This is an optimization exercise on Yosys and OpenROAD, whose aim is small area, not a production implementation.
In this exercise RTL edits were held to simulation tests only and were not proved equivalent to the original.
Power and IR drop assume default switching activity.

## flow/design.v

```verilog
`timescale 1ns / 1ps
module UART_FIFO_Top #(
    parameter DATA_WIDTH = 8,    
    parameter FIFO_DEPTH = 16,   
    parameter ADDR_WIDTH = 4     
)(
    input clk,
    input rst,
    input en,               
    input push_in,          
    input pop_in,           
    input [DATA_WIDTH-1:0] din,        
    input [3:0] threshold,  
    output [DATA_WIDTH-1:0] dout,      
    output empty,           
    output full,            
    output overrun,         
    output underrun,        
    output thr_trigger      
);
reg [DATA_WIDTH-1:0] mem [0:FIFO_DEPTH-1];      
reg [ADDR_WIDTH:0] waddr;     
reg empty_t;     
reg full_t;      
reg underrun_t;
reg overrun_t;
reg thr_t;
logic push;  
logic pop;   
always @(posedge clk, posedge rst) begin
    if (rst) begin
        empty_t <= 1'b1;     
    end else begin
        case ({push, pop})  
            2'b01: empty_t <= ((waddr == 1) |~(en));    
            2'b10: empty_t <= 1'b0;  
            default: ;
        endcase
    end
end
always @(posedge clk, posedge rst) begin
    if (rst) begin
        full_t <= 1'b0;  
    end else begin
        case ({push, pop})  
            2'b10: full_t <= ((waddr == FIFO_DEPTH-1) |~(en));  
            2'b01: full_t <= 1'b0;
            default: ;
        endcase
    end    
end
assign push = push_in & ~full_t;     
assign pop = pop_in & ~empty_t;      
assign dout = mem[0];
always @(posedge clk, posedge rst) begin
    if (rst) begin
        waddr <= {(ADDR_WIDTH+1){1'b0}};
    end else begin
        case ({push, pop})
            2'b10: begin
                if (full_t == 1'b0)        
                    waddr <= waddr + 1;                 
                else
                    waddr <= waddr;
            end
            2'b01: begin
                if (waddr != 0 && empty_t == 1'b0)
                    waddr <= waddr - 1;
                else
                    waddr <= waddr;
            end
            default: ;
        endcase
    end
end
always @(posedge clk, posedge rst) begin
    if (rst) begin
        for (int i = 0; i < FIFO_DEPTH; i++)
            mem[i] <= {DATA_WIDTH{1'b0}};
    end else begin
        case ({push, pop})
            2'b00: ;
            2'b01: begin    
                for (int i = 0; i < FIFO_DEPTH-1; i++) begin
                    mem[i] <= mem[i+1];
                end
                mem[FIFO_DEPTH-1] <= {DATA_WIDTH{1'b0}};
            end
            2'b10: begin
                mem[waddr] <= din;
            end
            2'b11: begin
                for (int i = 0; i < FIFO_DEPTH-1; i++) begin
                    mem[i] <= mem[i+1];
                end
                mem[FIFO_DEPTH-1] <= {DATA_WIDTH{1'b0}};
                mem[waddr - 1] <= din;
            end
        endcase
    end
end
always @(posedge clk, posedge rst) begin
    if (rst)
        underrun_t <= 1'b0;
    else if (pop_in == 1'b1 && empty_t == 1'b1)
        underrun_t <= 1'b1;
    else
        underrun_t <= 1'b0;
end
always @(posedge clk, posedge rst) begin
    if (rst)
        overrun_t <= 1'b0;
    else if (push_in == 1'b1 && full_t == 1'b1)
        overrun_t <= 1'b1;
    else
        overrun_t <= 1'b0;
end
always @(posedge clk, posedge rst) begin
    if (rst) begin
        thr_t <= 1'b0;
    end else if (push ^ pop) begin   
        thr_t <= (waddr >= threshold) ? 1'b1 : 1'b0;     
    end            
end
assign empty = empty_t;
assign full = full_t;
assign overrun = overrun_t;
assign underrun = underrun_t;
assign thr_trigger = thr_t;
endmodule
```

## flow/run.sh

```bash
#!/bin/bash
# synth_recipe.tcl (not shown) runs the flow's synth.tcl, then flattens the netlist and writes it again
# the make line also repeats each setting of config.mk as NAME=value (left out here)
make -C /OpenROAD-flow-scripts/flow DESIGN_CONFIG=/design/flow/config.mk WORK_HOME=/design/flow/orfs CLKGATE_MAP_FILE= SYNTH_SCRIPT=/design/flow/synth_recipe.tcl finish
```

## flow/config.mk

```make
export PLATFORM = sky130hd
export DESIGN_NAME = UART_FIFO_Top
export DESIGN_NICKNAME = UART_FIFO_Top
export VERILOG_FILES = /design/flow/design.v
export SDC_FILE = /design/flow/constraint.sdc
export NUM_CORES = 4
export LEC_CHECK = 0
export CAP_MARGIN = 20
export CORE_MARGIN = 2
export CORE_UTILIZATION = 40
export SLEW_MARGIN = 20
```

## flow/constraint.sdc

```tcl
create_clock -name core_clock -period 5.0 [get_ports {clk}]
set_input_delay 1.0000 -clock core_clock [delete_from_list [all_inputs] [get_ports {clk}]]
set_output_delay 1.0000 -clock core_clock [all_outputs]
set_load 0.01 [all_outputs]
```

==> results of run 1 <==
==> registers in the layout, indices dropped and copies added, names as in the netlist <==
signal and flops:
thr_t 1, empty_t 1, underrun_t 1, waddr 5
full_t 1, overrun_t 1, mem 128
==> final cells by class <==
type                       count  area, um2
clock buffer                  20      456.7
clock inverter                11      121.4
fill                        1919      10350
inverter                      16      66.31
multi-input combinational    754       4138
sequential                   138       3455
tap                          265      331.6
timing repair buffer          63      545.5
==> synthesized netlist by cell type (all sizes together), types with 2 or more instances <==
master,instances
nor2,310
dfrtp,137
a221oi,120
a21oi,116
clkbuf,55
o21ai,55
nand2,48
buf,17
inv,16
ha,14
and2,12
nor2b,12
or3,9
a22o,8
o21a,8
a21o,5
a31oi,4
or3b,4
nand2b,3
xor2,3
a21boi,2
a31o,2
and3,2
mux2,2
or2,2
==> how the worst max path moves through the flow <==
stage	from	to	slack, ps	cells past startpoint
3_5_place_dp	push_in	mem[4][6]	660	7
6_report	push_in	mem[4][7]	1110	7
2_1_floorplan	rst	full_t	310	1
3_3_place_gp	push_in	mem[4][7]	760	7
4_1_cts	push_in	mem[4][7]	1170	7
5_1_grt	push_in	mem[4][7]	780	7
==> cell families (layout without fill, tap and decap cells) <==
group                      after synthesis  in the layout  share of synthesized area, %
adders and majority gates               14             14                         2.205
DFF                                    138            138                         43.49
AOI/OAI and AO/OA                      327            327                         28.10
buffers and inverters                   88            110                         4.426
muxes                                    3              3                        0.4095
and+or+nand+nor                        406            406                         20.93
xor gates and xnor gates                 4              4                        0.4411
==> through the flow <==
step,power [mW],hold WS (ps),area [um2],setup WS (ps)
after floorplan,4.168,497.4,7944,305.5
after global placement,5.066,528.7,8536,764.3
after detailed placement,5.116,536.6,8536,658.4
after CTS,6.410,549.8,9114,1166
after global routing,6.948,592.0,9114,779.2
final,6.418,544.6,9114,1111
==> power groups by stage <==
stage                     registers [mW]  logic, mW  clock network (mW)
after detailed placement            1.95       3.17                   0
after global placement              1.95       3.12                   0
after global routing                2.00       3.62                1.33
after CTS                           1.94       3.19                1.28
final                               1.94       3.21                1.27
after floorplan                     1.82       2.35                   0
==> routing by layer <==
| metal | wire [um] | share of wire [%] | track usage [%] |
|---|---|---|---|
| met1 | 11120 | 46 | 32.66 |
| met2 | 11110 | 46 | 37.19 |
| met3 | 1635 | 6.7 | 5.912 |
| met4 | 459 | 1.9 | 6.931 |
| met5 | 0 | 0 | 0 |
==> worst max-delay path: stages <==
cell and delay (ps):
clkdlybuf4s50_1 470, nand2b_1 290, ha_1 470, nor2_1 610
a21o_1 460, a21boi_1 640, a221oi_1 200
==> metrics.md, run 1 <==
| Metric | Value |
|---|---|
| Die width | `144.9 um` |
| Initial antenna violation count | `0` |
| Max VDD drop | `0.0002999 V` |
| CTS Buffer Depth | `2` |
| Core Util, Final | `46.83%` |
| Via density | `5.869` |
| Final Hold Fails | `0` |
| Worst Hold Launch | `thr_t` |
| Crit. End Element | `register` |
| Layout cells sized above 1 | `8.283%` |
| Outcome | `timing/DRC/antenna clean` |
| Commonest non-fill, non-tap cell in the layout | `nor2_1` |
| Gr usage total | `23.76%` |
| Hold_buf cts | `0` |
| Minimum clock period | `3889 ps` |
| H-Tree Depth | `4` |
| Clock root cell | `clkbuf_16` |
| Clock sink count | `138` |
| Hold Path Class | `register to register` |
| Slew Viols, Final | `0` |
| Yosys reg bits | `138` |
| Num ports | `30` |
| Vias | `7436` |
| Power density cells | `704.3 nW/um2` |
| Port bufs | `29` |
| Sw Share | `45.28%` |
| First-pass GRT wire length | `39630 um` |
| Number of routed nets with antenna violations | `0` |
| WHS Endpoint | `thr_t` |
| Seq pwr share | `30.3%` |
| Post-CTS setup buffer count | `0` |
| Mapped Area | `7944 um2` |
| Worst-Margin Slew | `991.5 ps` |
| Post-Syn Area per Cell | `8.106 um2` |
| DRC | `0` |
| Critical Path AT | `4150 ps` |
| Placer congestion estimate | `0.8536` |
| Relative slew slack | `33.90%` |
| Worst r2r path cells | `6` |
| Int Pwr | `3.512 mW` |
| Critical path peak fanout | `18` |
| Largest area contributor in the netlist | `dfrtp_1` |
| Switching pwr | `2.906 mW` |
| CTS tree | `done` |
| Combinational power share | `50.0%` |
| Core footprint | `19460 um2` |
| Clk pwr share | `19.8%` |
| Die height | `144.9 um` |
| Skew-Pair Late Insertion Delay | `430 ps` |
| Number of global-route vias before repair | `7125` |
| Top FF cell, synth | `dfrtp_1` |
| Number of CTS-inserted buffers | `17` |
| Crit Path Class | `input port to register` |
| Post-detail-place hpwl | `15600 um` |
| Final Non-Filler Cells | `1267` |
| Total Wirelength | `24320 um` |
| Row Count | `51` |
| Achievable frequency | `257.1 MHz` |
| Die area | `21000 um2` |
| Setup violations, final | `0` |
| Crit start category | `input port` |
| Synth top area share | `43.16%` |
| Max-Cap Viols | `0` |
| Initial drt markers | `580` |
| Post-Syn Nets | `1011` |
| EDFF count, synth | `0` |
| Hold Crit Depth | `2` |
| Drt first pass iters | `5` |
| Seq/Total Area, Yosys | `43.49%` |
| Number of diodes | `0` |
| Starting density of the core | `40.82%` |
| Number of unique standard cell types used by synthesis | `43` |
| Reg-to-reg startpoint | `full_t` |
| WL per Instance | `19.19 um` |
| Leakage | `3.794 nW` |
| Top post-synthesis cells by area | `dfrtp_1 (43%), nor2_1 (15%), a221oi_1 (13%)` |
| Reg2Reg Setup Slack | `1620 ps` |
| Post-synth ARST share | `100.0%` |
| GRT Residual Overflow | `0` |
| Final nets | `1021` |
| Dpl cells | `1236` |
| Mapped Cells | `980` |
| P&R area growth vs syn | `14.73%` |
| Most frequent cells in the layout | `nor2_1 (310), dfrtp_1 (137), a221oi_1 (120)` |
| Pin count of the biggest net entering global routing | `99` |
| RSZ-0062 raised after global routing | `false` |
| Final TNS setup | `0 ps` |
| CTS-repair resized insts | `0` |
| WP data required | `5260 ps` |
| Clock skew | `12.74 ps` |
| Final period util | `77.78%` |
| Reg2reg end | `mem[4][7]` |
| Worst-path clk slew | `60 ps` |
| Synth warnings | `2` |
==> run 2: changes to the inputs <==
==> flow/design.v (replaced) <==
`timescale 1ns / 1ps
module UART_FIFO_Top #(
    parameter DATA_WIDTH = 8,
    parameter FIFO_DEPTH = 16,
    parameter ADDR_WIDTH = 4
)(
    input clk,
    input rst,
    input en,
    input push_in,
    input pop_in,
    input [DATA_WIDTH-1:0] din,
    input [3:0] threshold,
    output [DATA_WIDTH-1:0] dout,
    output empty,
    output full,
    output overrun,
    output underrun,
    output thr_trigger
);
reg [DATA_WIDTH-1:0] mem [0:FIFO_DEPTH-1];    
reg [ADDR_WIDTH-1:0] rp;                      
reg empty_t, full_t, overrun_t, underrun_t, thr_t;
wire push = push_in & ~full_t;
wire pop  = pop_in & ~empty_t;
always @(posedge clk) begin
    if (push) begin
        mem[0] <= din;
        for (int i = 1; i < FIFO_DEPTH; i++)
            mem[i] <= mem[i-1];
    end
end
reg [DATA_WIDTH-1:0] rd;
always @* begin
    rd = 0;
    for (int i = 0; i < FIFO_DEPTH; i++)
        rd = rd | (mem[i] & {DATA_WIDTH{rp == i}});
end
assign dout = rd;
wire thr_ge = (&rp) ? (pop | (threshold == 0)) : ({1'b0, rp} + 5'd1 >= {1'b0, threshold});
always @(posedge clk, posedge rst) begin
    if (rst) begin
        rp <= {ADDR_WIDTH{1'b1}};
        empty_t <= 1'b1;
        full_t <= 1'b0;
        overrun_t <= 1'b0;
        underrun_t <= 1'b0;
        thr_t <= 1'b0;
    end else begin
        overrun_t <= push_in & full_t;
        underrun_t <= pop_in & empty_t;
        if (push & ~pop) begin
            rp <= rp + 1'b1;
            empty_t <= 1'b0;
            full_t <= (rp == FIFO_DEPTH-2) | ~en;
        end else if (pop & ~push) begin
            rp <= rp - 1'b1;
            full_t <= 1'b0;
            empty_t <= (rp == 0) | ~en;
        end
        if (push ^ pop)
            thr_t <= thr_ge;
    end
end
assign empty = empty_t;
assign full = full_t;
assign overrun = overrun_t;
assign underrun = underrun_t;
assign thr_trigger = thr_t;
endmodule
==> metrics.md, run 2 <==
| Metric | Value |
|---|---|
| Outcome | `timing/DRC/antenna clean (unchanged)` |
| Most frequent cells after synthesis | `edfxtp_1 (128), a22oi_1 (33), nand2_1 (20), buf_2 (16), nand3_1 (15) (was nor2_1 (310), dfrtp_1 (137), a221oi_1 (120), a21oi_1 (110), clkbuf_1 (55))` |
| Leakage | `2.215 nW (was 3.794 nW)` |
| Post-Syn Area per Cell | `16.02 um2 (was 8.106 um2)` |
| Clock root cell | `clkbuf_16 (unchanged)` |
| Largest register FFs | `128 (unchanged)` |
| Filler cells | `1112 (was 1919)` |
| Post-CTS setup buffer count | `0 (unchanged)` |
| Clock sink count | `137 (was 138)` |
| Count leader, synth | `edfxtp_1 (was nor2_1)` |
| Via density | `5.513 (was 5.869)` |
| WP data required | `4000 ps (was 5260 ps)` |
| First-pass GRT wire length | `16880 um (was 39630 um)` |
| Met2 Routed Length | `4760 um (was 11110 um)` |
| Top FF cell, synth | `edfxtp_1 (was dfrtp_1)` |
| GRT Residual Overflow | `0 (unchanged)` |
| Minimum clock period | `4189 ps (was 3889 ps)` |
| Design area | `6446 um2 (was 9114 um2)` |
| Critical path peak fanout | `16 (was 18)` |
| Power density cells | `672.2 nW/um2 (was 704.3 nW/um2)` |
| Placed cell area | `5903 um2 (was 8536 um2)` |
| Number of diodes | `0 (unchanged)` |
| Pin count of the biggest net entering global routing | `108 (was 99)` |
| Register area | `4075 um2 (was 3455 um2)` |
| DRC | `0 (unchanged)` |
| Footprint of the multi-input gates | `1226 um2 (was 4138 um2)` |
| Regs by FF count | `mem (128), rp (4) (was mem (128), waddr (5))` |
| Relative slew slack | `40.14% (was 33.90%)` |
| Hold_buf cts | `0 (unchanged)` |
| Crit Path Class | `register to output pin (was input port to register)` |
| Top routing layer in use | `met4 (unchanged)` |
| Slew Viols, Final | `0 (unchanged)` |
| Reg-to-reg startpoint | `rp[2] (was full_t)` |
| Max-Cap Viols | `0 (unchanged)` |
| Initial antenna violation count | `0 (unchanged)` |
| Wl on met1 | `5006 um (was 11120 um)` |
| Num ports | `30 (unchanged)` |
| H-Tree Depth | `4 (unchanged)` |
| Yosys reg bits | `137 (was 138)` |
| Capture point of the critical path | `dout[1] (was mem[4][7])` |
| Post-synth ARST share | `6.569% (was 100.0%)` |
| Number of CTS-inserted buffers | `17 (unchanged)` |
| Worst-Margin Slew | `897.9 ps (was 991.5 ps)` |
| Hold Path Class | `register to register (unchanged)` |
| Synth warnings | `2 (unchanged)` |
| Final nets | `399 (was 1021)` |
| Clock skew | `4.371 ps (was 12.74 ps)` |
| Core footprint | `13240 um2 (was 19460 um2)` |
| Synth top area share | `70.59% (was 43.16%)` |
| Number of global-route vias before repair | `3069 (was 7125)` |
| CTS Buffer Depth | `2 (unchanged)` |
| EDFF count, synth | `128 (was 0)` |
| Metal3 WL | `520 um (was 1635 um)` |
| Final TNS setup | `0 ps (unchanged)` |
| Commonest non-fill, non-tap cell in the layout | `edfxtp_1 (was nor2_1)` |
| Drt first pass iters | `5 (unchanged)` |
| Skew-Pair Late Insertion Delay | `410 ps (was 430 ps)` |
| RSZ-0062 raised after global routing | `false (unchanged)` |
| Achievable frequency | `238.7 MHz (was 257.1 MHz)` |
| Post-Syn Nets | `367 (was 1011)` |
| Max VDD drop | `0.0002758 V (was 0.0002999 V)` |
| Placer congestion estimate | `0.8156 (was 0.8536)` |
| Vias | `3087 (was 7436)` |
| Total Wirelength | `10440 um (was 24320 um)` |
| CTS-repair resized insts | `0 (unchanged)` |
| Worst-path clk slew | `50 ps (was 60 ps)` |
| P&R area growth vs syn | `18.38% (was 14.73%)` |
| Setup violations, final | `0 (unchanged)` |
| Gr usage total | `15.50% (was 23.76%)` |
| Most frequent cells in the layout | `edfxtp_1 (128), a22oi_1 (33), clkdlybuf4s50_1 (29) (was nor2_1 (310), dfrtp_1 (137), a221oi_1 (120))` |
| Critical Path Start | `rp[1] (was push_in)` |
| Reg2reg end | `thr_t (was mem[4][7])` |
| Final period util | `83.78% (was 77.78%)` |
| CTS tree | `done (unchanged)` |
| Die height | `120.7 um (was 144.9 um)` |
| Hold Crit Depth | `0 (was 2)` |
| Row Count | `42 (was 51)` |
| WHS | `444.1 ps (was 544.6 ps)` |
| Reg2Reg Setup Slack | `2900 ps (was 1620 ps)` |
| Largest area contributor in the netlist | `edfxtp_1 (was dfrtp_1)` |
| Port bufs | `29 (unchanged)` |
| Seq/Total Area, Yosys | `74.84% (was 43.49%)` |
| Layout cells sized above 1 | `10.68% (was 8.283%)` |
| Crit. End Element | `output pin (was register)` |
| Post-detail-place hpwl | `6060 um (was 15600 um)` |
| Number of routed nets with antenna violations | `0 (unchanged)` |
| Critical Path AT | `3190 ps (was 4150 ps)` |
| Mapped Area | `5445 um2 (was 7944 um2)` |
| Largest reg by FF count | `mem (unchanged)` |
| Core Util, Final | `48.68% (was 46.83%)` |
| Top post-synthesis cells by area | `edfxtp_1 (71%), a22oi_1 (4.5%), dfstp_2 (2.4%) (was dfrtp_1 (43%), nor2_1 (15%), a221oi_1 (13%))` |
| Worst r2r path cells | `3 (was 6)` |
| Initial drt markers | `323 (was 580)` |
| Mapped Cells | `340 (was 980)` |
| Starting density of the core | `41.12% (was 40.82%)` |
| WL per Instance | `18.63 um (was 19.19 um)` |
| Final Hold Fails | `0 (unchanged)` |
| Die area | `14560 um2 (was 21000 um2)` |
| Number of unique standard cell types used by synthesis | `42 (was 43)` |
| Crit start category | `register (was input port)` |
| Die width | `120.7 um (was 144.9 um)` |
==> run 2: cell count changes after synthesis, sizes merged, moves of 41 or more <==
cell	delta
o21ai	-41
nor2	-306
a221oi	-113
clkbuf	-52
dfrtp	-133
a21oi	-103
edfxtp	+128
==> run 2: critical path, stage by stage (launching register included) <==
cell and delay [ps]:
dfstp_2 580, ha_1 610, buf_4 360, a22oi_1 110, a22oi_1 280, a22oi_1 100
o211ai_1 160, clkdlybuf4s50_1 580
==> run 2: area by class of cell <==
cell class | count | area share [%]
Sequential cell | 137 | 63.22
Multi-Input combinational cell | 173 | 19.02
Clock buffer | 20 | 6.774
Timing Repair Buffer | 36 | 5.512
Tap cell | 176 | 3.416
Clock inverter | 11 | 1.650
Inverter | 7 | 0.4076
==> run 2: layer usage <==
layer | vias to the layer above | global-route usage (%)
met5 | - | 0
met2 | 92 | 22.25
met1 | 1550 | 21.80
li1 | 1430 | -
met3 | 15 | 5.566
met4 | 0 | 5.378
==> run 2: cells by family (layout without fill, tap and decap cells) <==
family / count (synthesis) / count (layout) / share of synthesized area [%]
adder cells (fa/ha/maj): 10 / 10 / 2.298
XOR/XNOR: 6 / 6 / 0.9652
AND/OR/NAND/NOR: 51 / 51 / 4.573
buffers and inverters: 30 / 74 / 2.780
AO/OA/AOI/OAI: 99 / 99 / 13.24
multiplexers: 7 / 7 / 1.310
flip-flops: 137 / 137 / 74.84
==> run 2: how the worst min path moves through the flow <==
stage               startpoint          to  slack, ps
floorplan            mem[4][1]   mem[5][1]        420
global placement    mem[13][7]  mem[14][7]        430
detailed placement  mem[10][4]  mem[11][4]        430
CTS                  mem[7][6]   mem[8][6]        450
global route        mem[10][4]  mem[11][4]        450
finish               mem[7][6]   mem[8][6]        440
==> run 2: where the power goes <==
part / switching, mW / internal, mW / total (mW)
sequential: 0.216 / 1.66 / 1.88
combinational: 0.737 / 0.560 / 1.30
clock: 0.436 / 0.720 / 1.16
total: 1.39 / 2.94 / 4.33
==> run 2: through the flow <==
step | power (mW) | setup WS, ps | cells
finish | 4.333 | 810.8 | 560
global route | 4.592 | 568.8 | 560
CTS | 4.381 | 780.6 | 560
detailed placement | 3.200 | 1257 | 529
global placement | 3.177 | 1281 | 529
floorplan | 2.704 | 1051 | 340
==> run 3: changes to the inputs <==
==> flow/design.v (replaced) <==
`timescale 1ns / 1ps
module UART_FIFO_Top #(
    parameter DATA_WIDTH = 8,
    parameter FIFO_DEPTH = 16,
    parameter ADDR_WIDTH = 4
)(
    input clk,
    input rst,
    input en,
    input push_in,
    input pop_in,
    input [DATA_WIDTH-1:0] din,
    input [3:0] threshold,
    output [DATA_WIDTH-1:0] dout,
    output empty,
    output full,
    output overrun,
    output underrun,
    output thr_trigger
);
reg [DATA_WIDTH-1:0] mem [0:FIFO_DEPTH-1];    
reg [ADDR_WIDTH-1:0] cnt;                     
reg empty_t, full_t, overrun_t, underrun_t, thr_t;
wire push = push_in & ~full_t;
wire pop  = pop_in & ~empty_t;
wire inc  = push & ~pop;
wire dec  = pop & ~push;
always @(posedge clk) begin
    if (push) begin
        mem[0] <= din;
        for (int i = 1; i < FIFO_DEPTH; i++)
            mem[i] <= mem[i-1];
    end
end
wire [FIFO_DEPTH-1:0] hit;
genvar g;
generate
    for (g = 0; g < FIFO_DEPTH; g = g + 1) begin : g_hit
        assign hit[g] = (cnt[3:2] == g / 4) & (cnt[1:0] == g % 4);
    end
endgenerate
wire [FIFO_DEPTH-1:0] sel = {hit[0], hit[FIFO_DEPTH-1:1]};
generate
    for (g = 0; g < DATA_WIDTH; g = g + 1) begin : g_rd
        wire [FIFO_DEPTH-1:0] col;
        for (genvar k = 0; k < FIFO_DEPTH; k = k + 1) begin : g_col
            assign col[k] = mem[k][g];
        end
        fifo_mux16 u_mux (.s(sel), .d(col), .y(dout[g]));
    end
endgenerate
wire [ADDR_WIDTH-1:0] tgl;
assign tgl[0] = inc | dec;
generate
    for (g = 1; g < ADDR_WIDTH; g = g + 1) begin : g_tgl
        assign tgl[g] = (inc & (&cnt[g-1:0])) | (dec & ~(|cnt[g-1:0]));
    end
endgenerate
wire [ADDR_WIDTH:0] cge;
assign cge[0] = 1'b1;
generate
    for (g = 0; g < ADDR_WIDTH; g = g + 1) begin : g_cge
        assign cge[g+1] = (cnt[g] & ~threshold[g]) | ((cnt[g] | ~threshold[g]) & cge[g]);
    end
endgenerate
wire thr_ge = cge[ADDR_WIDTH] | (hit[0] & full_t);
always @(posedge clk, posedge rst) begin
    if (rst) begin
        cnt <= {ADDR_WIDTH{1'b0}};
        empty_t <= 1'b1;
        full_t <= 1'b0;
        overrun_t <= 1'b0;
        underrun_t <= 1'b0;
        thr_t <= 1'b0;
    end else begin
        cnt <= cnt ^ tgl;
        overrun_t <= push_in & full_t;
        underrun_t <= pop_in & empty_t;
        if (inc) begin
            empty_t <= 1'b0;
            full_t <= hit[FIFO_DEPTH-1] | ~en;
        end else if (dec) begin
            full_t <= 1'b0;
            empty_t <= hit[1] | ~en;
        end
        if (inc | dec)
            thr_t <= thr_ge;
    end
end
assign empty = empty_t;
assign full = full_t;
assign overrun = overrun_t;
assign underrun = underrun_t;
assign thr_trigger = thr_t;
endmodule
module fifo_mux16 (
    input  [15:0] s,
    input  [15:0] d,
    output y
);
wire [5:0] t;
fifo_aoi222 u0 (.a0(s[0]),  .b0(d[0]),  .a1(s[1]),  .b1(d[1]),  .a2(s[2]),  .b2(d[2]),  .y(t[0]));
fifo_aoi222 u1 (.a0(s[3]),  .b0(d[3]),  .a1(s[4]),  .b1(d[4]),  .a2(s[5]),  .b2(d[5]),  .y(t[1]));
fifo_aoi222 u2 (.a0(s[6]),  .b0(d[6]),  .a1(s[7]),  .b1(d[7]),  .a2(s[8]),  .b2(d[8]),  .y(t[2]));
fifo_aoi222 u3 (.a0(s[9]),  .b0(d[9]),  .a1(s[10]), .b1(d[10]), .a2(s[11]), .b2(d[11]), .y(t[3]));
fifo_aoi222 u4 (.a0(s[12]), .b0(d[12]), .a1(s[13]), .b1(d[13]), .a2(s[14]), .b2(d[14]), .y(t[4]));
assign t[5] = ~(s[15] & d[15]);
assign y = ~&t;
endmodule
module fifo_aoi222 (
    input a0, b0, a1, b1, a2, b2,
    output y
);
assign y = ~((a0 & b0) | (a1 & b1) | (a2 & b2));
endmodule
--- a/flow/config.mk
+++ b/flow/config.mk
@@ -8,4 +8,6 @@
 export CAP_MARGIN = 20
 export CORE_MARGIN = 2
 export CORE_UTILIZATION = 40
+export CTS_BUF_LIST = sky130_fd_sc_hd__clkbuf_4
 export SLEW_MARGIN = 20
+export SYNTH_HIERARCHICAL = 1
==> metrics.md, run 3 <==
| Metric | Value |
|---|---|
| Outcome | `timing/DRC/antenna clean (unchanged)` |
| Mapped Cells | `265 (was 340)` |
| Placer congestion estimate | `0.7695 (was 0.8156)` |
| Yosys reg bits | `137 (unchanged)` |
| Clock root cell | `clkbuf_4 (was clkbuf_16)` |
| CP Cell Sequence | `nand2b_1 > nor2_1 > a222oi_1 > and3_1 > nand4_1 > clkdlybuf4s50_1 (was ha_1 > buf_4 > a22oi_1 > a22oi_1 > a22oi_1 > o211ai_1 > clkdlybuf4s50_1)` |
| Crit start category | `register (unchanged)` |
| Total power | `3.285 mW (was 4.333 mW)` |
| Footprint of the multi-input gates | `867.1 um2 (was 1226 um2)` |
| Mapped Area | `4991 um2 (was 5445 um2)` |
| Largest register FFs | `128 (unchanged)` |
| First-pass GRT wire length | `14540 um (was 16880 um)` |
| Initial antenna violation count | `1 (was 0)` |
| Final Non-Filler Cells | `494 (was 560)` |
| Int Pwr | `2.252 mW (was 2.943 mW)` |
| Minimum clock period | `4142 ps (was 4189 ps)` |
| Pin count of the biggest net entering global routing | `65 (was 108)` |
| Worst-Margin Slew | `846.9 ps (was 897.9 ps)` |
| Filler cells | `1089 (was 1112)` |
| Critical path's largest stage delay | `670 ps (was 610 ps)` |
| Post-Syn Nets | `284 (was 367)` |
| Critical Path AT | `3140 ps (was 3190 ps)` |
| Number of unique standard cell types used by synthesis | `30 (was 42)` |
| Worst Hold Launch | `mem[2][2] (was mem[7][6])` |
| Final Hold Fails | `0 (unchanged)` |
| Via density | `5.451 (was 5.513)` |
| Final nets | `335 (was 399)` |
| Top FF cell, synth | `edfxtp_1 (unchanged)` |
| Synth warnings | `8 (was 2)` |
| Switching pwr | `1.033 mW (was 1.390 mW)` |
| H-Tree Depth | `4 (unchanged)` |
| Worst-path clk slew | `100 ps (was 50 ps)` |
| GRT Residual Overflow | `0 (unchanged)` |
| Layout cells sized above 1 | `11.08% (was 10.68%)` |
| Number of CTS-inserted buffers | `17 (unchanged)` |
| Most frequent cells after synthesis | `edfxtp_1 (128), a222oi_1 (40), nand2_1 (17), nor2_1 (10) (was edfxtp_1 (128), a22oi_1 (33), nand2_1 (20), buf_2 (16), nand3_1 (15))` |
| Core footprint | `12110 um2 (was 13240 um2)` |
| CTS Buffer Depth | `2 (unchanged)` |
| Hold_buf cts | `0 (unchanged)` |
| Post-detail-place hpwl | `5977 um (was 6060 um)` |
| Regs by FF count | `mem (128), cnt (4) (was mem (128), rp (4))` |
| Seq/Total Area, Yosys | `81.55% (was 74.84%)` |
| WP data required | `4000 ps (about the same)` |
| Clock skew | `8.618 ps (was 4.371 ps)` |
| Num ports | `30 (unchanged)` |
| Sw Share | `31.44% (was 32.08%)` |
| Post-synth ARST share | `6.569% (unchanged)` |
| Buf+Inv Stages, Crit Path | `1 (was 2)` |
| Die area | `13390 um2 (was 14560 um2)` |
| Final period util | `82.84% (was 83.78%)` |
| Max VDD drop | `0.0001755 V (was 0.0002758 V)` |
| P&R area growth vs syn | `14.19% (was 18.38%)` |
| Max-Cap Viols | `0 (unchanged)` |
| Slowest library cell on the worst path | `nor2_1 (was ha_1)` |
| Design area | `5699 um2 (was 6446 um2)` |
| Starting density of the core | `41.21% (was 41.12%)` |
| Dpl ws | `1363 ps (was 1257 ps)` |
| Number of global-route vias before repair | `2559 (was 3069)` |
| Register area | `4070 um2 (was 4075 um2)` |
| Setup violations, final | `0 (unchanged)` |
| Critical path peak fanout | `12 (was 16)` |
| Post-CTS setup buffer count | `0 (unchanged)` |
| Critical Path Start | `cnt[2] (was rp[1])` |
| Top delay family on crit path | `simple AND/OR/NAND/NOR gates (was buffers and inverters)` |
| Gr usage total | `15.51% (was 15.50%)` |
| Initial drt markers | `469 (was 323)` |
| Clock sink count | `137 (unchanged)` |
| Power density cells | `576.5 nW/um2 (was 672.2 nW/um2)` |
| Commonest non-fill, non-tap cell in the layout | `edfxtp_1 (unchanged)` |
| Vias | `2693 (was 3087)` |
| Synth top area share | `77.01% (was 70.59%)` |
| RSZ-0062 raised after global routing | `false (unchanged)` |
| Top post-synthesis cells by area | `edfxtp_1 (77%), a222oi_1 (8.0%), dfrtp_1 (4.0%) (was edfxtp_1 (71%), a22oi_1 (4.5%), dfstp_2 (2.4%))` |
| Die height | `115.7 um (was 120.7 um)` |
| Seq pwr share | `55.9% (was 43.4%)` |
| Reg-to-reg startpoint | `full_t (was rp[2])` |
| DRC | `0 (unchanged)` |
| Crit Path Class | `register to output pin (unchanged)` |
| Skew-Pair Late Insertion Delay | `510 ps (was 410 ps)` |
| Hold Path Class | `register to register (unchanged)` |
| Number of routed nets with antenna violations | `0 (unchanged)` |
| Slew Viols, Final | `0 (unchanged)` |
| Combinational power share | `27.6% (was 29.9%)` |
| EDFF count, synth | `128 (unchanged)` |
| Clk pwr share | `16.5% (was 26.7%)` |
| Worst Slack Setup Final | `857.8 ps (was 810.8 ps)` |
| Placed cell area | `5512 um2 (was 5903 um2)` |
| Leakage | `1.874 nW (was 2.215 nW)` |
| Port bufs | `29 (unchanged)` |
| Die width | `115.7 um (was 120.7 um)` |
| Largest area contributor in the netlist | `edfxtp_1 (unchanged)` |
| Final TNS setup | `0 ps (unchanged)` |
| Dpl cells | `465 (was 529)` |
| CTS tree | `done (unchanged)` |
| Drt first pass iters | `6 (was 5)` |
| Count leader, synth | `edfxtp_1 (unchanged)` |
| WL per Instance | `19.34 um (was 18.63 um)` |
| Row Count | `40 (was 42)` |
| Total Wirelength | `9553 um (was 10440 um)` |
| Most frequent cells in the layout | `edfxtp_1 (128), a222oi_1 (40), clkdlybuf4s50_1 (29) (was edfxtp_1 (128), a22oi_1 (33), clkdlybuf4s50_1 (29))` |
| Achievable frequency | `241.4 MHz (was 238.7 MHz)` |
| Post-Syn Area per Cell | `18.83 um2 (was 16.02 um2)` |
| Crit. End Element | `output pin (unchanged)` |
| Largest reg by FF count | `mem (unchanged)` |
| Relative slew slack | `43.33% (was 40.14%)` |
| CTS-repair resized insts | `0 (unchanged)` |
-- run 3: metal layers --
layer | global-route usage (%) | share of wire [%]
met5 | 0 | 0
met3 | 6.172 | 10
met4 | 7.619 | 1.5
met2 | 20.43 | 43
met1 | 22.32 | 45
-- run 3: Yosys stat by module (local to each module, per instance) --
module         copies in the design  cells
fifo_aoi222                      40      1
UART_FIFO_Top                     1    201
fifo_mux16                        8      3
-- run 3: area by class of cell --
| cell class | count | area share, % |
|---|---|---|
| diodes | 1 | 0.04391 |
| clock buffers | 20 | 2.634 |
| clock inverters | 8 | 0.6147 |
| inverters | 5 | 0.3732 |
| multi-input cells | 119 | 15.21 |
| flip-flops and latches | 137 | 71.42 |
| well taps | 168 | 3.688 |
| repair buffers | 36 | 6.015 |
-- run 3: power by group through the flow --
stage | registers, mW | logic [mW] | clock network (mW)
4_1_cts | 1.84 | 0.921 | 0.566
5_1_grt | 1.87 | 0.988 | 0.613
2_1_floorplan | 1.77 | 0.568 | 0
6_report | 1.84 | 0.908 | 0.542
3_3_place_gp | 1.84 | 0.914 | 0
3_5_place_dp | 1.86 | 0.920 | 0
-- run 3: path summary, 6_finish.rpt --
path | to | slack [ps] | depth (start not counted)
max | dout[1] | 860 | 6
min | mem[3][2] | 460 | 0
max reg2reg | mem[3][5] | 2850 | 3
min reg2reg | mem[3][2] | 460 | 0
max in group asynchronous | empty_t | 3950 | 2
min in group asynchronous | cnt[0] | 740 | 2
-- run 3: worst register-to-register path: cells and delay by family, from the launching register on --
family | cells | cell delay (ps)
buffers and inverters | 2 | 1150
flip-flops | 1 | 430
AND/OR/NAND/NOR | 1 | 220
-- run 3: logic make-up (layout without fill, tap and decap cells) --
family / Yosys count / after routing / synth area share [%]
flops: 137 / 137 / 81.55
other cells: 0 / 1 / 0
fa+ha+maj: 2 / 2 / 0.5013
xor+xnor: 4 / 4 / 0.7021
compound gates: 48 / 48 / 9.075
buf+inv: 9 / 69 / 1.078
simple gates: 64 / 64 / 6.894
mux: 1 / 1 / 0.2006
-- run 3: through the flow --
stage / util [%] / hold WS [ps]
finish: 47.06 / 459.0
global route: 47.06 / 466.3
CTS: 47.04 / 458.6
detailed placement: 45.51 / 434.1
global placement: 45.51 / 429.7
floorplan: - / 425.2
==> run 4: changes to the inputs <==
--- a/flow/config.mk
+++ b/flow/config.mk
@@ -9,5 +9,7 @@
 export CORE_MARGIN = 2
 export CORE_UTILIZATION = 40
 export CTS_BUF_LIST = sky130_fd_sc_hd__clkbuf_4
+export CTS_CLUSTER_DIAMETER = 100
+export CTS_CLUSTER_SIZE = 20
 export SLEW_MARGIN = 20
 export SYNTH_HIERARCHICAL = 1
==> metrics.md, run 4 <==
| Metric | Value |
|---|---|
| Mapped Cells | `265 (unchanged)` |
| Mapped Area | `4991 um2 (unchanged)` |
| Core footprint | `12110 um2 (unchanged)` |
| Yosys reg bits | `137 (unchanged)` |
| Critical Path AT | `3140 ps (about the same)` |
| Final TNS setup | `0 ps (unchanged)` |
| Post-synth ARST share | `6.569% (unchanged)` |
| Reg-to-reg startpoint | `full_t (unchanged)` |
| Capture point of the critical path | `dout[1] (unchanged)` |
| Setup violations, final | `0 (unchanged)` |
| Hold Crit Depth | `0 (unchanged)` |
| EDFF count, synth | `128 (unchanged)` |
| Footprint of the multi-input gates | `867.1 um2 (unchanged)` |
| Top FF cell, synth | `edfxtp_1 (unchanged)` |
| Number of unique standard cell types used by synthesis | `30 (unchanged)` |
| WHS | `459.0 ps (unchanged)` |
| Port bufs | `29 (unchanged)` |
| Clock skew | `8.618 ps (unchanged)` |
| WL per Instance | `19.34 um (unchanged)` |
| Crit. End Element | `output pin (unchanged)` |
| Layout cells sized above 1 | `11.08% (unchanged)` |
| Clock root cell | `clkbuf_4 (unchanged)` |
| Power density cells | `576.5 nW/um2 (unchanged)` |
| Worst-path clk slew | `100 ps (about the same)` |
| Number of global-route vias before repair | `2559 (unchanged)` |
| Commonest non-fill, non-tap cell in the layout | `edfxtp_1 (unchanged)` |
| WP data required | `4000 ps (about the same)` |
| Minimum clock period | `4142 ps (unchanged)` |
| Num ports | `30 (unchanged)` |
| Initial antenna violation count | `1 (unchanged)` |
| GR Util met2 | `20.43% (unchanged)` |
| Leakage | `1.874 nW (unchanged)` |
| Reg2reg end | `mem[3][5] (unchanged)` |
| Synth warnings | `8 (unchanged)` |
| Post-detail-place hpwl | `5977 um (unchanged)` |
| Number of routed nets with antenna violations | `0 (unchanged)` |
| Max-Cap Viols | `0 (unchanged)` |
| Post-CTS setup buffer count | `0 (unchanged)` |
| Placer congestion estimate | `0.7695 (unchanged)` |
| Row Count | `40 (unchanged)` |
| Die width | `115.7 um (unchanged)` |
| Vias | `2693 (unchanged)` |
| Crit Path Class | `register to output pin (unchanged)` |
| Outcome | `timing/DRC/antenna clean (unchanged)` |
| GRT Residual Overflow | `0 (unchanged)` |
| Top post-synthesis cells by area | `edfxtp_1 (77%), a222oi_1 (8.0%), dfrtp_1 (4.0%) (unchanged)` |
| Clock sink count | `137 (unchanged)` |
| CTS-repair resized insts | `0 (unchanged)` |
| Initial drt markers | `469 (unchanged)` |
| Critical Path Start | `cnt[2] (unchanged)` |
| H-Tree Depth | `4 (unchanged)` |
| Reg2Reg Setup Slack | `2850 ps (about the same)` |
| DRC | `0 (unchanged)` |
| Final Hold Fails | `0 (unchanged)` |
| Max VDD drop | `0.0001755 V (unchanged)` |
| Grt met3 use | `6.172% (unchanged)` |
| GRT met1 Usage | `22.32% (unchanged)` |
| Count leader, synth | `edfxtp_1 (unchanged)` |
| Filler cells | `1089 (unchanged)` |
| Dpl cells | `465 (unchanged)` |
| Largest reg by FF count | `mem (unchanged)` |
| Hold Path Class | `register to register (unchanged)` |
| Worst-Margin Slew | `846.9 ps (unchanged)` |
| Number of CTS-inserted buffers | `17 (unchanged)` |
| Relative slew slack | `43.33% (unchanged)` |
| Post-Syn Area per Cell | `18.83 um2 (unchanged)` |
| Largest area contributor in the netlist | `edfxtp_1 (unchanged)` |
| Most frequent cells after synthesis | `edfxtp_1 (128), a222oi_1 (40), nand2_1 (17), nor2_1 (10) (unchanged)` |
| Gr usage total | `15.51% (unchanged)` |
| Global routing's busiest layer | `met1 (unchanged)` |
| Register area | `4070 um2 (unchanged)` |
| Crit start category | `register (unchanged)` |
| Critical path peak fanout | `12 (unchanged)` |
| Worst r2r path cells | `3 (unchanged)` |
| Drt first pass iters | `6 (unchanged)` |
| Final Non-Filler Cells | `494 (unchanged)` |
| Core Util, Final | `47.06% (unchanged)` |
| Synth top area share | `77.01% (unchanged)` |
| Starting density of the core | `41.21% (unchanged)` |
| Hold_buf cts | `0 (unchanged)` |
| Seq/Total Area, Yosys | `81.55% (unchanged)` |
| Pin count of the biggest net entering global routing | `65 (unchanged)` |
| Final period util | `82.84% (unchanged)` |
| Total Wirelength | `9553 um (unchanged)` |
| First-pass GRT wire length | `14540 um (unchanged)` |
| RSZ-0062 raised after global routing | `false (unchanged)` |
| Achievable frequency | `241.4 MHz (unchanged)` |
| Die area | `13390 um2 (unchanged)` |
| Die height | `115.7 um (unchanged)` |
| Via density | `5.451 (unchanged)` |
| Final nets | `335 (unchanged)` |
| Skew-Pair Late Insertion Delay | `510 ps (about the same)` |
| CTS tree | `done (unchanged)` |
| P&R area growth vs syn | `14.19% (unchanged)` |
| CTS Buffer Depth | `2 (unchanged)` |
| Most frequent cells in the layout | `edfxtp_1 (128), a222oi_1 (40), clkdlybuf4s50_1 (29) (unchanged)` |
| Regs by FF count | `mem (128), cnt (4) (unchanged)` |
| Largest register FFs | `128 (unchanged)` |
| Post-Syn Nets | `284 (unchanged)` |
| Slew Viols, Final | `0 (unchanged)` |
-- run 4: cell counts in the layout (fill, tap and decap cells not counted) --
Identical to the previous run, type by type.
-- run 4: kinds of logic (layout without fill, tap and decap cells) --
logic type	count (synthesis)	count (layout)	share of synthesized area, %
DFF	137	137	81.55
and+or+nand+nor	64	64	6.894
AOI/OAI and AO/OA	48	48	9.075
buffers and inverters	9	69	1.078
xor gates and xnor gates	4	4	0.7021
adders and majority gates	2	2	0.5013
muxes	1	1	0.2006
other	0	1	0
-- run 4: worst min-delay path by stage --
stage	startpoint	end	slack (ps)
after global routing	mem[12][4]	mem[13][4]	470
final	mem[2][2]	mem[3][2]	460
after CTS	mem[11][2]	mem[12][2]	460
after floorplan	mem[9][0]	mem[10][0]	430
after global placement	mem[11][4]	mem[12][4]	430
after detailed placement	mem[1][6]	mem[2][6]	430
-- run 4: cell type report --
cell class / count / area share (%)
well taps: 168 / 3.688
repair buffers: 36 / 6.015
clock inverters: 8 / 0.6147
clock buffers: 20 / 2.634
flip-flops and latches: 137 / 71.42
multi-input cells: 119 / 15.21
inverters: 5 / 0.3732
diodes: 1 / 0.04391
-- run 4: modules after synthesis (local to each module, per instance) --
module         cell area, um2  times used
fifo_mux16              16.27           8
UART_FIFO_Top            4461           1
fifo_aoi222             10.01          40
-- run 4: critical path, cell delays in order (launching register included) --
cell and delay, ps:
dfrtp_1 550, nand2b_1 270, nor2_1 670, a222oi_1 270, and3_1 230, nand4_1 100, clkdlybuf4s50_1 540
-- run 4: metrics by stage --
| step | setup slack (ps) | cell area (um2) | total power, mW |
|---|---|---|---|
| final | 857.8 | 5699 | 3.285 |
| after CTS | 765.5 | 5697 | 3.323 |
| after global placement | 1370 | 5512 | 2.759 |
| after global routing | 615.4 | 5699 | 3.474 |
| after floorplan | 1682 | 4991 | 2.340 |
| after detailed placement | 1363 | 5512 | 2.779 |
-- run 4: power breakdown --
group          internal, mW  switching (mW)  total (mW)
Sequential             1.64           0.192        1.84
Clock                 0.192           0.350       0.542
Combinational         0.417           0.491       0.908
-- run 4: per-layer routing --
layer  routed length [um]  vias up
met2                 4121      138
li1                     -     1241
met5                    0        -
met3                  956       10
met4                  146        0
met1                 4327     1304
==> run 5: changes to the inputs <==
--- a/flow/config.mk
+++ b/flow/config.mk
@@ -8,8 +8,8 @@
 export CAP_MARGIN = 20
 export CORE_MARGIN = 2
 export CORE_UTILIZATION = 40
-export CTS_BUF_LIST = sky130_fd_sc_hd__clkbuf_4
+export CTS_BUF_LIST = sky130_fd_sc_hd__clkbuf_8
 export CTS_CLUSTER_DIAMETER = 100
-export CTS_CLUSTER_SIZE = 20
+export CTS_CLUSTER_SIZE = 30
 export SLEW_MARGIN = 20
 export SYNTH_HIERARCHICAL = 1
==> metrics.md, run 5 <==
| Metric | Value |
|---|---|
| Outcome | `timing/DRC/antenna clean (unchanged)` |
| Die width | `115.7 um (unchanged)` |
| Power density cells | `592.8 nW/um2 (was 576.5 nW/um2)` |
| Top FF cell, synth | `edfxtp_1 (unchanged)` |
| Worst-Margin Slew | `853.5 ps (was 846.9 ps)` |
| Worst-path clk slew | `60 ps (was 100 ps)` |
| Critical path peak fanout | `12 (unchanged)` |
| Commonest non-fill, non-tap cell in the layout | `edfxtp_1 (unchanged)` |
| Top delay family on crit path | `simple AND/OR/NAND/NOR gates (unchanged)` |
| Reg2Reg Setup Slack | `2870 ps (was 2850 ps)` |
| Skew-Pair Late Insertion Delay | `420 ps (was 510 ps)` |
| Post-Syn Area per Cell | `18.83 um2 (unchanged)` |
| Total power | `3.433 mW (was 3.285 mW)` |
| Design area | `5792 um2 (was 5699 um2)` |
| Slew Viols, Final | `0 (unchanged)` |
| Number of CTS-inserted buffers | `17 (unchanged)` |
| H-Tree Depth | `4 (unchanged)` |
| Vias | `2692 (was 2693)` |
| Reg-to-reg startpoint | `full_t (unchanged)` |
| Post-Syn Nets | `284 (unchanged)` |
| Setup violations, final | `0 (unchanged)` |
| Final nets | `335 (unchanged)` |
| GR Util met2 | `20.74% (was 20.43%)` |
| Critical Path Start | `cnt[2] (unchanged)` |
| Clock root cell | `clkbuf_8 (was clkbuf_4)` |
| Row Count | `40 (unchanged)` |
| Critical Path AT | `3050 ps (was 3140 ps)` |
| Minimum clock period | `4051 ps (was 4142 ps)` |
| Clock skew | `5.421 ps (was 8.618 ps)` |
| EDFF count, synth | `128 (unchanged)` |
| Dpl cells | `465 (unchanged)` |
| Hold Path Class | `register to register (unchanged)` |
| Port bufs | `29 (unchanged)` |
| Mapped Cells | `265 (unchanged)` |
| Number of routed nets with antenna violations | `0 (unchanged)` |
| Post-detail-place hpwl | `5977 um (unchanged)` |
| P&R area growth vs syn | `16.04% (was 14.19%)` |
| Reg2reg end | `mem[3][5] (unchanged)` |
| Buf+Inv Stages, Crit Path | `1 (unchanged)` |
| Core Util, Final | `47.82% (was 47.06%)` |
| Starting density of the core | `41.21% (unchanged)` |
| Global routing's busiest layer | `met1 (unchanged)` |
| Regs by FF count | `mem (128), cnt (4) (unchanged)` |
| Hold_buf cts | `0 (unchanged)` |
| Max-Cap Viols | `0 (unchanged)` |
| Die area | `13390 um2 (unchanged)` |
| CTS-repair resized insts | `0 (unchanged)` |
| Initial antenna violation count | `0 (was 1)` |
| Total Wirelength | `9607 um (was 9553 um)` |
| Die height | `115.7 um (unchanged)` |
| Num ports | `30 (unchanged)` |
| Final Hold Fails | `0 (unchanged)` |
| Yosys reg bits | `137 (unchanged)` |
| Top post-synthesis cells by area | `edfxtp_1 (77%), a222oi_1 (8.0%), dfrtp_1 (4.0%) (unchanged)` |
| Crit Path Class | `register to output pin (unchanged)` |
| Final Non-Filler Cells | `493 (was 494)` |
| Gr usage total | `15.46% (was 15.51%)` |
| Crit. End Element | `output pin (unchanged)` |
| GRT Residual Overflow | `0 (unchanged)` |
| Placed cell area | `5512 um2 (unchanged)` |
| Mapped Area | `4991 um2 (unchanged)` |
| Largest area contributor in the netlist | `edfxtp_1 (unchanged)` |
| Clock sink count | `137 (unchanged)` |
| Achievable frequency | `246.8 MHz (was 241.4 MHz)` |
| Crit start category | `register (unchanged)` |
| Number of diodes | `0 (was 1)` |
| Largest register FFs | `128 (unchanged)` |
| Initial drt markers | `440 (was 469)` |
| Drt first pass iters | `6 (unchanged)` |
| Via density | `5.460 (was 5.451)` |
| Max VDD drop | `0.0001995 V (was 0.0001755 V)` |
| Number of global-route vias before repair | `2592 (was 2559)` |
| Final TNS setup | `0 ps (unchanged)` |
| Relative slew slack | `42.89% (was 43.33%)` |
| CTS Buffer Depth | `2 (unchanged)` |
| Placer congestion estimate | `0.7695 (unchanged)` |
| Worst r2r path cells | `3 (unchanged)` |
| Capture point of the critical path | `dout[1] (unchanged)` |
| Number of unique standard cell types used by synthesis | `30 (unchanged)` |
| Count leader, synth | `edfxtp_1 (unchanged)` |
| Post-CTS setup buffer count | `0 (unchanged)` |
| RSZ-0062 raised after global routing | `false (unchanged)` |
| Most frequent cells in the layout | `edfxtp_1 (128), a222oi_1 (40), clkdlybuf4s50_1 (29) (unchanged)` |
| First-pass GRT wire length | `14650 um (was 14540 um)` |
| Critical path's largest stage delay | `670 ps (about the same)` |
| WL per Instance | `19.49 um (was 19.34 um)` |
| Post-synth ARST share | `6.569% (unchanged)` |
| CP Cell Sequence | `nand2b_1 > nor2_1 > a222oi_1 > and3_1 > nand4_1 > clkdlybuf4s50_1 (unchanged)` |
| Most frequent cells after synthesis | `edfxtp_1 (128), a222oi_1 (40), nand2_1 (17), nor2_1 (10) (unchanged)` |
| Grt met3 use | `6.433% (was 6.172%)` |
| WP data required | `4000 ps (about the same)` |
| Synth top area share | `77.01% (unchanged)` |
| Final period util | `81.03% (was 82.84%)` |
| Layout cells sized above 1 | `10.15% (was 11.08%)` |
| Critical Path Stages | `6 (unchanged)` |
| Synth warnings | `8 (unchanged)` |
| Slowest library cell on the worst path | `nor2_1 (unchanged)` |
| Leakage | `1.920 nW (was 1.874 nW)` |
| Core footprint | `12110 um2 (unchanged)` |
| CTS tree | `done (unchanged)` |
| GRT met1 Usage | `22.15% (was 22.32%)` |
| Pin count of the biggest net entering global routing | `65 (unchanged)` |
| Largest reg by FF count | `mem (unchanged)` |
| DRC | `0 (unchanged)` |
| Seq/Total Area, Yosys | `81.55% (unchanged)` |
==> run 5: cell counts after synthesis <==
No cell type changed its count.
==> run 5: modules after synthesis, one instance, submodules excluded <==
module / area (um2) / cells
UART_FIFO_Top: 4461 / 201
fifo_mux16: 16.27 / 3
fifo_aoi222: 10.01 / 1
==> run 5: cells by family after synthesis <==
logic type	after synthesis	share of synthesized area, %
compound gates	48	9.075
xor+xnor	4	0.7021
fa+ha+maj	2	0.5013
buf+inv	9	1.078
flops	137	81.55
mux	1	0.2006
simple gates	64	6.894
==> run 5: per-stage QoR <==
step | hold slack, ps | worst slack, ps
after global placement | 429.7 | 1370
after global routing | 456.4 | 748.4
after CTS | 450.3 | 892.5
after floorplan | 425.2 | 1682
after detailed placement | 434.1 | 1363
final | 452.1 | 948.5
==> run 5: layer usage <==
metal  part of all wire, %  routed length (um)  vias to the layer above
met5                     0                   0                        -
met4                   1.3                 123                        0
met3                   9.4                 904                        9
met2                    44                4264                      117
met1                    45                4315                     1330
li1                      -                   -                     1236
==> run 5: worst min path at each step <==
| stage | startpoint | end | slack, ps | depth (start not counted) |
|---|---|---|---|---|
| global route | mem[12][4] | mem[13][4] | 460 | 0 |
| detailed placement | mem[1][6] | mem[2][6] | 430 | 0 |
| floorplan | mem[9][0] | mem[10][0] | 430 | 0 |
| global placement | mem[11][4] | mem[12][4] | 430 | 0 |
| CTS | mem[11][2] | mem[12][2] | 450 | 0 |
| finish | mem[1][5] | mem[2][5] | 450 | 0 |
==> run 5: power breakdown <==
group | switching, mW | total (mW) | internal [mW]
Sequential | 0.192 | 1.84 | 1.65
Clock | 0.370 | 0.684 | 0.314
Combinational | 0.494 | 0.911 | 0.417
==> run 5: worst register-to-register path, delay by kind of cell, from the launching register on <==
family	cells	cell delay [ps]
flip-flops	1	420
buffers and inverters	2	1150
AND/OR/NAND/NOR	1	220
==> run 5: final cells by class <==
type                    count  area (um2)
multi-input cells         119       867.1
flip-flops and latches    137        4070
clock inverters            11       46.29
fillers                  1086        6320
repair buffers             36       342.8
inverters                   5       21.27
well taps                 168       210.2
clock buffers              17       234.0
==> run 6: changes to the inputs <==
--- a/flow/config.mk
+++ b/flow/config.mk
@@ -8,8 +8,5 @@
 export CAP_MARGIN = 20
 export CORE_MARGIN = 2
 export CORE_UTILIZATION = 40
-export CTS_BUF_LIST = sky130_fd_sc_hd__clkbuf_8
-export CTS_CLUSTER_DIAMETER = 100
-export CTS_CLUSTER_SIZE = 30
 export SLEW_MARGIN = 20
 export SYNTH_HIERARCHICAL = 1
==> metrics.md, run 6 <==
| Metric | Value |
|---|---|
| Outcome | `timing/DRC/antenna clean (unchanged)` |
| H-Tree Depth | `4 (unchanged)` |
| Starting density of the core | `41.21% (unchanged)` |
| First-pass GRT wire length | `14620 um (was 14650 um)` |
| Synth warnings | `8 (unchanged)` |
| Clk pwr share | `27.2% (was 19.9%)` |
| Mapped Area | `4991 um2 (unchanged)` |
| Initial drt markers | `419 (was 440)` |
| Worst-Margin Slew | `852.9 ps (was 853.5 ps)` |
| Number of unique standard cell types used by synthesis | `30 (unchanged)` |
| Clock skew | `14.97 ps (was 5.421 ps)` |
| Yosys reg bits | `137 (unchanged)` |
| Largest reg by FF count | `mem (unchanged)` |
| Minimum clock period | `4033 ps (was 4051 ps)` |
| Power density cells | `632.2 nW/um2 (was 592.8 nW/um2)` |
| Clock sink count | `137 (unchanged)` |
| Most frequent cells after synthesis | `edfxtp_1 (128), a222oi_1 (40), nand2_1 (17), nor2_1 (10) (unchanged)` |
| Post-CTS setup buffer count | `0 (unchanged)` |
| Die area | `13390 um2 (unchanged)` |
| Core Util, Final | `49.40% (was 47.82%)` |
| P&R area growth vs syn | `19.88% (was 16.04%)` |
| Count leader, synth | `edfxtp_1 (unchanged)` |
| Int Pwr | `2.675 mW (was 2.377 mW)` |
| Max VDD drop | `0.0002565 V (was 0.0001995 V)` |
| Post-Syn Nets | `284 (unchanged)` |
| CTS Buffer Depth | `2 (unchanged)` |
| Crit. End Element | `output pin (unchanged)` |
| Number of diodes | `0 (unchanged)` |
| Vias | `2741 (was 2692)` |
| GRT Residual Overflow | `0 (unchanged)` |
| Commonest non-fill, non-tap cell in the layout | `edfxtp_1 (unchanged)` |
| Final Hold Fails | `0 (unchanged)` |
| Core footprint | `12110 um2 (unchanged)` |
| Top delay family on crit path | `simple AND/OR/NAND/NOR gates (unchanged)` |
| Drt first pass iters | `7 (was 6)` |
| Leakage | `1.995 nW (was 1.920 nW)` |
| Top FF cell, synth | `edfxtp_1 (unchanged)` |
| Via density | `5.560 (was 5.460)` |
| CTS-repair resized insts | `0 (unchanged)` |
| Worst-path clk slew | `50 ps (was 60 ps)` |
| Most frequent cells in the layout | `edfxtp_1 (128), a222oi_1 (40), clkdlybuf4s50_1 (29) (unchanged)` |
| Final period util | `80.66% (was 81.03%)` |
| Max-Cap Viols | `0 (unchanged)` |
| Post-synth ARST share | `6.569% (unchanged)` |
| Die height | `115.7 um (unchanged)` |
| Seq pwr share | `48.7% (was 53.6%)` |
| Pin count of the biggest net entering global routing | `65 (unchanged)` |
| Critical path peak fanout | `12 (unchanged)` |
| Hold_buf cts | `0 (unchanged)` |
| Layout cells sized above 1 | `10.15% (unchanged)` |
| Critical Path AT | `3030 ps (was 3050 ps)` |
| Sw Share | `29.29% (was 30.76%)` |
| Gr usage total | `15.51% (was 15.46%)` |
| Slowest library cell on the worst path | `nor2_1 (unchanged)` |
| Critical path's largest stage delay | `680 ps (was 670 ps)` |
| Hold Path Class | `register to register (unchanged)` |
| Post-Syn Area per Cell | `18.83 um2 (unchanged)` |
| WP data required | `4000 ps (about the same)` |
| Largest area contributor in the netlist | `edfxtp_1 (unchanged)` |
| Die width | `115.7 um (unchanged)` |
| Total Wirelength | `9705 um (was 9607 um)` |
| WL per Instance | `19.69 um (was 19.49 um)` |
| Final nets | `335 (unchanged)` |
| Combinational power share | `24.1% (was 26.5%)` |
| CTS tree | `done (unchanged)` |
| RSZ-0062 raised after global routing | `false (unchanged)` |
| Achievable frequency | `248.0 MHz (was 246.8 MHz)` |
| Design area | `5983 um2 (was 5792 um2)` |
| Number of routed nets with antenna violations | `0 (unchanged)` |
| Port bufs | `29 (unchanged)` |
| Mapped Cells | `265 (unchanged)` |
| Clock root cell | `clkbuf_16 (was clkbuf_8)` |
| CP Cell Sequence | `nand2b_1 > nor2_1 > a222oi_1 > and3_1 > nand4_1 > clkdlybuf4s50_1 (unchanged)` |
| Skew-Pair Late Insertion Delay | `420 ps (about the same)` |
| Top post-synthesis cells by area | `edfxtp_1 (77%), a222oi_1 (8.0%), dfrtp_1 (4.0%) (unchanged)` |
| Row Count | `40 (unchanged)` |
| Largest register FFs | `128 (unchanged)` |
| Number of global-route vias before repair | `2562 (was 2592)` |
| Crit start category | `register (unchanged)` |
| Synth top area share | `77.01% (unchanged)` |
| Regs by FF count | `mem (128), cnt (4) (unchanged)` |
| EDFF count, synth | `128 (unchanged)` |
| Slew Viols, Final | `0 (unchanged)` |
| Number of CTS-inserted buffers | `17 (unchanged)` |
| Placer congestion estimate | `0.7695 (unchanged)` |
| Initial antenna violation count | `0 (unchanged)` |
| Switching pwr | `1.108 mW (was 1.056 mW)` |
| Seq/Total Area, Yosys | `81.55% (unchanged)` |
| Post-detail-place hpwl | `5977 um (unchanged)` |
| Crit Path Class | `register to output pin (unchanged)` |
| DRC | `0 (unchanged)` |
| Setup violations, final | `0 (unchanged)` |
| Final TNS setup | `0 ps (unchanged)` |
| Num ports | `30 (unchanged)` |
| Relative slew slack | `42.93% (was 42.89%)` |
| Buf+Inv Stages, Crit Path | `1 (unchanged)` |
| WHS | `443.6 ps (was 452.1 ps)` |
| Placed cell area | `5512 um2 (unchanged)` |
-- run 6: cell types whose count changed in the layout (fill, tap and decap cells not counted) --
cell,before,now
clkbuf_16,0,17
clkbuf_8,17,0
inv_1,6,3
clkbuf_1,0,3
-- run 6: final timing paths --
path | end | from | cells after the start | slack [ps]
min in group asynchronous | underrun_t | rst | 2 | 860
worst min-delay path | mem[11][3] | mem[10][3] | 0 | 440
worst max-delay path | dout[1] | cnt[2] | 6 | 970
max in group asynchronous | empty_t | rst | 2 | 3840
worst max register to register | mem[12][5] | full_t | 3 | 2840
worst min register to register | mem[11][3] | mem[10][3] | 0 | 440
-- run 6: power by group through the flow --
stage	registers, mW	clock network (mW)	logic, mW
floorplan	1.77	0	0.568
global placement	1.84	0	0.914
detailed placement	1.86	0	0.920
CTS	1.84	1.05	0.922
global route	1.88	1.09	0.988
finish	1.84	1.03	0.913
-- run 6: cells by family (layout without fill, tap and decap cells) --
logic type,count (synthesis),after routing,synth area share (%)
xor gates and xnor gates,4,4,0.7021
buffers and inverters,9,69,1.078
AOI/OAI and AO/OA,48,48,9.075
DFF,137,137,81.55
and+or+nand+nor,64,64,6.894
adders and majority gates,2,2,0.5013
muxes,1,1,0.2006
-- run 6: per-module statistics from Yosys, one instance, submodules excluded --
| module | flops+latches | area [um2] |
|---|---|---|
| fifo_aoi222 | 0 | 10.01 |
| fifo_mux16 | 0 | 16.27 |
| UART_FIFO_Top | 137 | 4461 |
-- run 6: worst reg2reg max path, cell delays in order, from the launching register on --
cell and delay (ps):
dfrtp_1 420, nand2b_1 220, inv_4 590, buf_4 560
-- run 6: final cells by class --
type                            instances  area [um2]
Clock buffer                           20       436.7
Clock inverter                          8       35.03
Fill cell                            1052        6128
Inverter                                5       21.27
Multi-Input combinational cell        119       867.1
Sequential cell                       137        4070
Tap cell                              168       210.2
Timing Repair Buffer                   36       342.8
-- run 6: metrics by stage --
stage                     worst slack (ps)  instances  power, mW
after floorplan                       1682        265      2.340
after global placement                1370        465      2.759
after detailed placement              1363        465      2.779
after CTS                            920.9        493      3.815
after global routing                 789.1        493      3.961
final                                967.2        493      3.782
-- run 6: routing by layer --
layer / part of all wire [%] / up-vias / GRT usage [%]
li1: - / 1245 / -
met1: 46 / 1357 / 22.57
met2: 44 / 129 / 20.51
met3: 9.2 / 10 / 5.858
met4: 1.5 / 0 / 7.381
met5: 0 / - / 0

==> static timing again, ports no longer ideal <==
No port has a modelled driver above. Below, the same layouts with a new extraction and two added sets of constraints. Step 1: set_driving_cell puts a clkbuf_16 on clk and a buf_2 on each other input, an assumption about the parent block. Step 2 moves the port delays by t, midway between the first and last clock arrival at a register: inputs arrive t later, outputs are due t later. That takes back most of the time a late clock gives input paths. Three values: no drivers, after step 1, after step 2; two values: the first two.
run | t, ns | slack for setup (ns) | latest minus earliest clock arrival (ns) | cell pins on the clock port's net
run 1 | 0.475 | 1.111 / 1.133 / 0.658 | 0.013 / 0.013 | 1
run 2 | 0.449 | 0.811 / 0.773 / 1.222 | 0.005 / 0.006 | 1
run 3 | 0.540 | 0.858 / 0.823 / 1.364 | 0.011 / 0.011 | 1
run 4 | 0.540 | 0.858 / 0.823 / 1.364 | 0.011 / 0.011 | 1
run 5 | 0.454 | 0.949 / 0.916 / 1.370 | 0.006 / 0.006 | 1
run 6 | 0.444 | 0.967 / 0.932 / 1.375 | 0.016 / 0.015 | 1
After both steps every run listed still meets setup and hold. For run 1, which loses most, drivers alone change the setup slack by +0.022 ns; drivers and shift together by -0.453 ns.
